From an optimization exercise on the open Yosys and OpenROAD flow, aimed at small area, a short achievable clock period and few clock cycles; shortcuts taken in it are not production practice.
The RTL was checked by simulation tests, not by an equivalence proof against the original design.
No activity file was given, so power comes from the tool's default toggle rates.

==> inputs of delta <==
==> flow/design.v <==
`timescale 1ns / 1ps
module regs(
	input wire clk, rst, WE,
	input wire [4:0] R_addr_A, R_addr_B, W_addr,
	input wire [31:0] W_data,
	output wire [31:0] rdata_A, rdata_B
    );
wire [31:0] wd = W_data & {32{~rst}};
wire [31:0] wsel = 32'd1 << W_addr;
wire [31:0] asel = 32'd1 << R_addr_A;
wire [31:0] bsel = 32'd1 << R_addr_B;
reg [31:0] R [0:31];
wire [31:0] ta [0:32];
wire [31:0] tb [0:32];
assign ta[0] = 32'd0;
assign tb[0] = 32'd0;
genvar i;
generate for (i = 0; i < 32; i = i + 1) begin : g
	always @(posedge clk)
		if (rst | (WE & wsel[i])) R[i] <= wd;
	assign ta[i+1] = ta[i] | (R[i] & {32{asel[i]}});
	assign tb[i+1] = tb[i] | (R[i] & {32{bsel[i]}});
end endgenerate
assign rdata_A = ta[32];
assign rdata_B = tb[32];
endmodule
`timescale 1ns / 1ps
module Multi_CPU(
	input wire clk, reset,
	input wire [31:0] Data_in,
	output wire mem_w,
	output wire [31:0] Data_out, Addr_out
    );
reg  [31:0] PC, IR, maddr, sd;
reg         irv, memph, mst;
reg  [4:0]  mrt;
wire [5:0]  op = IR[31:26];
wire [5:0]  fn = IR[5:0];
wire [4:0]  rs = IR[25:21];
wire [4:0]  rt = IR[20:16];
wire [4:0]  rd = IR[15:11];
wire [15:0] imm = IR[15:0];
wire [31:0] A, B;
wire rtype = (op == 6'h00);
wire f_jr   = rtype & (fn[5:1] == 5'b00100);    
wire f_jalr = f_jr & fn[0];
wire f_alu  = rtype & fn[5];                    
wire i_alu  = (op[5:3] == 3'b001);              
wire o_j    = (op[5:1] == 5'b00001);            
wire o_jal  = o_j & op[0];
wire o_br   = (op[5:1] == 5'b00010);            
wire o_mem  = op[5];                            
wire o_sw   = op[5] & op[3];
wire is_sub = rtype ? (fn[1]) : (op[2:0] == 3'b010);
wire is_slt = rtype ? fn[3] : (op[2:0] == 3'b010);
wire [31:0] immx = (op[2] & ~o_mem) ? {16'd0, imm} : {{16{imm[15]}}, imm};
wire [31:0] opB = (rtype | o_br) ? B : immx;
wire [31:0] opBx = opB ^ {32{is_sub}};
wire [32:0] sum = {1'b0, A} + {1'b0, opBx} + {32'd0, is_sub};
reg [31:0] res;
always @* begin
	if (is_slt) res = {31'd0, ~sum[32]};
	else if (rtype ? ~fn[2] : (op[2:0] == 3'b000)) res = sum[31:0];
	else case (rtype ? fn[1:0] : op[1:0])
		2'b00: res = A & opB;
		2'b01: res = A | opB;
		2'b10: res = A ^ opB;
		default: res = rtype ? ~(A | opB) : {imm, 16'd0};
	endcase
end
wire eq = (A == B);
wire taken = o_br & (eq ^ op[0]);
wire [31:0] brt = PC + {{14{imm[15]}}, imm, 2'b00};
wire [31:0] jt = {PC[31:28], IR[25:0], 2'b00};
wire ex_we = irv & (f_alu | i_alu | f_jalr | o_jal);
wire [4:0] ex_wa = (f_jalr | o_jal) ? 5'd31 : (rtype ? rd : rt);
wire [31:0] ex_wd = (f_jalr | o_jal) ? PC : res;
wire ld_we = memph & ~mst;
wire rf_we = memph ? ld_we : ex_we;
wire [4:0] rf_wa = memph ? mrt : ex_wa;
wire [31:0] rf_wd = memph ? Data_in : ex_wd;
regs register_file(
	.clk(clk), .rst(reset), .WE(rf_we),
	.R_addr_A(rs), .R_addr_B(rt), .W_addr(rf_wa), .W_data(rf_wd),
	.rdata_A(A), .rdata_B(B)
	);
wire redirect = irv & (taken | o_j | f_jr);
always @(posedge clk) begin
	maddr <= sum[31:0];
	sd <= B;
	mrt <= rt;
	mst <= o_sw;
	if (reset) begin
		PC <= 32'd0;
		irv <= 1'b0;
		memph <= 1'b0;
	end else if (memph) begin
		memph <= 1'b0;
	end else begin
		IR <= Data_in;
		irv <= ~redirect;
		memph <= irv & o_mem;
		if (irv & taken) PC <= brt;
		else if (irv & o_j) PC <= jt;
		else if (irv & f_jr) PC <= sum[31:0];
		else PC <= PC + 32'd4;
	end
end
assign Addr_out = memph ? maddr : PC;
assign mem_w = memph & mst;
assign Data_out = sd;
endmodule
==> flow/run.sh <==
#!/bin/bash
# synth_recipe.tcl (not shown) runs the flow's synth.tcl, then flattens the netlist and writes it again
# the make line also repeats each setting of config.mk as NAME=value (left out here)
make -C /OpenROAD-flow-scripts/flow DESIGN_CONFIG=/design/flow/config.mk WORK_HOME=/design/flow/orfs CLKGATE_MAP_FILE= SYNTH_SCRIPT=/design/flow/synth_recipe.tcl finish
==> flow/config.mk <==
export PLATFORM = sky130hd
export DESIGN_NAME = Multi_CPU
export DESIGN_NICKNAME = Multi_CPU
export VERILOG_FILES = /design/flow/design.v
export SDC_FILE = /design/flow/constraint.sdc
export NUM_CORES = 4
export LEC_CHECK = 0
export CAP_MARGIN = 20
export CORE_MARGIN = 2
export CORE_UTILIZATION = 40
export SLEW_MARGIN = 20
==> flow/constraint.sdc <==
create_clock -name core_clock -period 9.0 [get_ports {clk}]
set_input_delay 1.8000 -clock core_clock [delete_from_list [all_inputs] [get_ports {clk}]]
set_output_delay 1.8000 -clock core_clock [all_outputs]
set_load 0.01 [all_outputs]
==> maple: changes against delta <==
==> flow/design.v (replaced) <==
`timescale 1ns / 1ps
module adder32(
	input wire [31:0] a, b,
	input wire cin,
	output wire [31:0] s,
	output wire cout
    );
wire [31:0] p0 = a ^ b;
wire [31:0] g0 = a & b;
wire [31:0] g [0:5];
wire [31:0] p [0:5];
assign g[0] = {g0[31:1], g0[0] | (p0[0] & cin)};
assign p[0] = p0;
genvar l, i;
generate for (l = 0; l < 5; l = l + 1) begin : lv
	for (i = 0; i < 32; i = i + 1) begin : bt
		if (((i >> l) & 1) == 1) begin : m
			localparam integer j = ((i >> l) << l) - 1;
			assign g[l+1][i] = g[l][i] | (p[l][i] & g[l][j]);
			assign p[l+1][i] = p[l][i] & p[l][j];
		end else begin : k
			assign g[l+1][i] = g[l][i];
			assign p[l+1][i] = p[l][i];
		end
	end
end endgenerate
assign s = p0 ^ {g[5][30:0], cin};
assign cout = g[5][31];
endmodule
`timescale 1ns / 1ps
module regs(
	input wire clk, rst, WE,
	input wire [31:0] asel, bsel,
	input wire [4:0] W_addr,
	input wire [31:0] W_data,
	output wire [31:0] rdata_A, rdata_B
    );
wire [31:0] wd = W_data & {32{~rst}};
wire [31:0] wsel = 32'd1 << W_addr;
reg [31:0] R [0:31];
wire [31:0] ta [0:32];
wire [31:0] tb [0:32];
assign ta[0] = 32'd0;
assign tb[0] = 32'd0;
genvar i;
generate for (i = 0; i < 32; i = i + 1) begin : g
	always @(posedge clk)
		if (rst | (WE & wsel[i])) R[i] <= wd;
	assign ta[i+1] = ta[i] | (R[i] & {32{asel[i]}});
	assign tb[i+1] = tb[i] | (R[i] & {32{bsel[i]}});
end endgenerate
assign rdata_A = ta[32];
assign rdata_B = tb[32];
endmodule
`timescale 1ns / 1ps
module Multi_CPU(
	input wire clk, reset,
	input wire [31:0] Data_in,
	output wire mem_w,
	output wire [31:0] Data_out, Addr_out
    );
reg  [31:0] PC, IR, maddr, alt;
reg  [31:0] asel, bsel;
reg         irv, memph, mst;
reg  [4:0]  mrt;
wire [5:0]  op = IR[31:26];
wire [5:0]  fn = IR[5:0];
wire [4:0]  rt = IR[20:16];
wire [4:0]  rd = IR[15:11];
wire [15:0] imm = IR[15:0];
wire [31:0] A, B;
wire rtype  = (op == 6'h00);
wire f_jr   = rtype & (fn[5:1] == 5'b00100);    
wire f_jalr = f_jr & fn[0];
wire f_alu  = rtype & fn[5];                    
wire i_alu  = (op[5:3] == 3'b001);              
wire o_j    = (op[5:1] == 5'b00001);            
wire o_jal  = o_j & op[0];
wire o_br   = (op[5:1] == 5'b00010);            
wire o_mem  = op[5];                            
wire o_sw   = op[5] & op[3];
wire o_lui  = i_alu & (op[2:0] == 3'b111);
wire is_sub = rtype ? fn[1] : (op[2:0] == 3'b010);
wire is_slt = rtype ? fn[3] : (op[2:0] == 3'b010);
wire is_add = rtype ? ~fn[2] : (op[2:0] == 3'b000) | o_mem;
wire [1:0] lop = rtype ? fn[1:0] : (o_lui ? 2'b01 : op[1:0]);    
wire [31:0] immx = o_lui ? {imm, 16'd0} :
                   (op[2] & ~o_mem) ? {16'd0, imm} : {{16{imm[15]}}, imm};
wire [31:0] opB = B | (immx & {32{~(rtype | o_br)}});
wire [31:0] sum;
wire        cout;
adder32 add_u(.a(A), .b(opB ^ {32{is_sub}}), .cin(is_sub), .s(sum), .cout(cout));
wire [31:0] lg = (lop == 2'b00) ? (A & opB) :
                 (lop == 2'b01) ? (A | opB) :
                 (lop == 2'b10) ? (A ^ opB) : ~(A | opB);
wire eq = (A == B);
wire taken = eq ^ op[0];
wire mispred = o_br & (taken ^ imm[15]);
wire ex_link = f_jalr | o_jal;
wire ex_we = irv & (f_alu | i_alu | ex_link);
wire [4:0] ex_wa = ex_link ? 5'd31 : (rtype ? rd : rt);
wire ld_we = memph & ~mst;
wire rf_we = memph ? ld_we : ex_we;
wire [4:0] rf_wa = memph ? mrt : ex_wa;
wire w_ld  = memph;
wire w_lk  = ~memph & ex_link;
wire w_sum = ~memph & ~ex_link & ~is_slt & is_add;
wire w_slt = ~memph & ~ex_link & is_slt;
wire w_lg  = ~memph & ~ex_link & ~is_slt & ~is_add;
wire [31:0] rf_wd = ({32{w_ld}} & Data_in) | ({32{w_lk}} & alt) |
                    ({32{w_sum}} & sum) | ({32{w_lg}} & lg) | {31'd0, w_slt & ~cout};
regs register_file(
	.clk(clk), .rst(reset), .WE(rf_we),
	.asel(asel), .bsel(bsel), .W_addr(rf_wa), .W_data(rf_wd),
	.rdata_A(A), .rdata_B(B)
	);
wire [31:0] pc4 = PC + 32'd4;
wire [5:0]  fop = Data_in[31:26];
wire f_j  = (fop[5:1] == 5'b00001);
wire f_br = (fop[5:1] == 5'b00010);
wire f_bt = f_br & Data_in[15];
wire [31:0] fbrt = pc4 + {{14{Data_in[15]}}, Data_in[15:0], 2'b00};
wire [31:0] fjt = {pc4[31:28], Data_in[25:0], 2'b00};
wire st_next = ~memph & irv & o_sw;
wire [31:0] nxt = memph ? IR : Data_in;
wire usesA = (nxt[31:26] != 6'h0F);                                
wire usesB = (nxt[31:26] == 6'h00) | (nxt[31:27] == 5'b00010);      
wire [31:0] adec = 32'd1 << nxt[25:21];
wire [31:0] bdec = 32'd1 << (st_next ? rt : nxt[20:16]);
wire redirect = irv & (mispred | f_jr);
always @(posedge clk) begin
	maddr <= sum;
	mrt <= rt;
	mst <= o_sw;
	asel <= adec & {32{usesA}};
	bsel <= bdec & {32{usesB | st_next}};
	if (reset) begin
		PC <= 32'd0;
		irv <= 1'b0;
		memph <= 1'b0;
	end else if (memph) begin
		memph <= 1'b0;
	end else begin
		IR <= Data_in;
		irv <= ~redirect;
		memph <= irv & o_mem;
		alt <= (f_j | f_bt | ~f_br) ? pc4 : fbrt;
		if (irv & mispred) PC <= alt;
		else if (irv & f_jr) PC <= sum;
		else if (f_j) PC <= fjt;
		else if (f_bt) PC <= fbrt;
		else PC <= pc4;
	end
end
assign Addr_out = memph ? maddr : PC;
assign mem_w = memph & mst;
assign Data_out = B;
endmodule
SETUP_SLACK_MARGIN = 4.0   (was unset)
==> summary of the runs <==
maple produced a clean layout. delta completed with no timing, DRC or antenna violations.
Against delta, the first-iteration DRC count of maple is higher by about 5%.
In maple the cell area is higher than in delta, by 6.1%.
Of maple and delta, maple has the higher flip-flop and latch count (gap 64).
Of maple and delta, maple has the higher die area (gap about 1.1%, measured against delta).
Between delta and maple, the lower fmax is in delta (gap about 37%, measured against maple).
Between maple and delta, the lower hold slack is in maple (gap 57 ps).
Against delta, the critical path depth of maple is lower by 4.
Against delta, the cell count of maple is smaller by about 1.5%.
In maple the synthesized area is higher than in delta, by 1.1%.
In maple the clock power is larger than in delta, by 7.9%.
==> figures <==
quantity	delta	maple
Placement Cell Area	61740 µm²	61820 µm²
Sequential fraction of the synthesis area	0.5926	0.6140
Amount of wire on met2 after detailed routing	122.2 mm	114.2 mm
Count of clock-net buffers in the final layout	135	167
IR drop worst, VDD	176.4 µV	233.1 µV
Post-CTS Resized	0	233
Non-Filler Cell Area, Final	66110 µm²	70120 µm²
Synthesized instance count	4791	4485
Post-CTS Setup Inserts	0	95
Worst Hold Launch	PC[1]$_SDFFE_PP0P_	IR[20]$_DFFE_PN_
Fraction of the mapped netlist area in adder cells	0.02813	0.02900
Layout multi-input combinational cell count	3165	2823
Flop pwr share	0.469	0.462
Netlist cell types	84	67
Fraction of the core area covered by cells at the end of the flow	0.4669	0.4893
Run status	timing/DRC/antenna clean	timing/DRC/antenna clean
H-tree levels	3	4
Antenna diode count	41	10
Die extent in x	381.6 µm	383.6 µm
Setup slack of the worst register-to-register path	810 ps	3880 ps
Post-synth net total	4952	4649
Testbench counts of delta, summed over its fixed seeds: cycles 85,724.
Testbench counts of maple, summed over its fixed seeds: cycles 82,021.

-- static timing again, ports no longer ideal --
No port has a modelled driver above. Below, the same layouts with a new extraction and two added sets of constraints. Step 1 sets driving cells, clkbuf_16 on the clock port and buf_2 on the other inputs (assumed; they add their load-dependent delay and slew). Step 2, shift: input delay + t, output delay - t, t = (earliest + latest rising clock arrival at the registers) / 2. This alone moves slack from input paths to output paths. Slacks: ideal ports / drivers / drivers and shift; pairs: ideal ports / drivers.
run	t (ns)	slack for setup (ns)	hold WS [ns]	worst setup path after step 2	latest minus earliest clock arrival (ns)
delta	0.873	0.814 / 0.814 / 0.814	0.484 / 0.484 / 0.484	register to register	0.069 / 0.069
maple	0.881	3.878 / 3.873 / 3.224	0.427 / 0.427 / 0.427	input to register	0.070 / 0.070
After both steps setup and hold are still met in every run listed. The setup slack of maple, which loses most, moves by -0.005 ns with the drivers and by -0.654 ns with both steps.
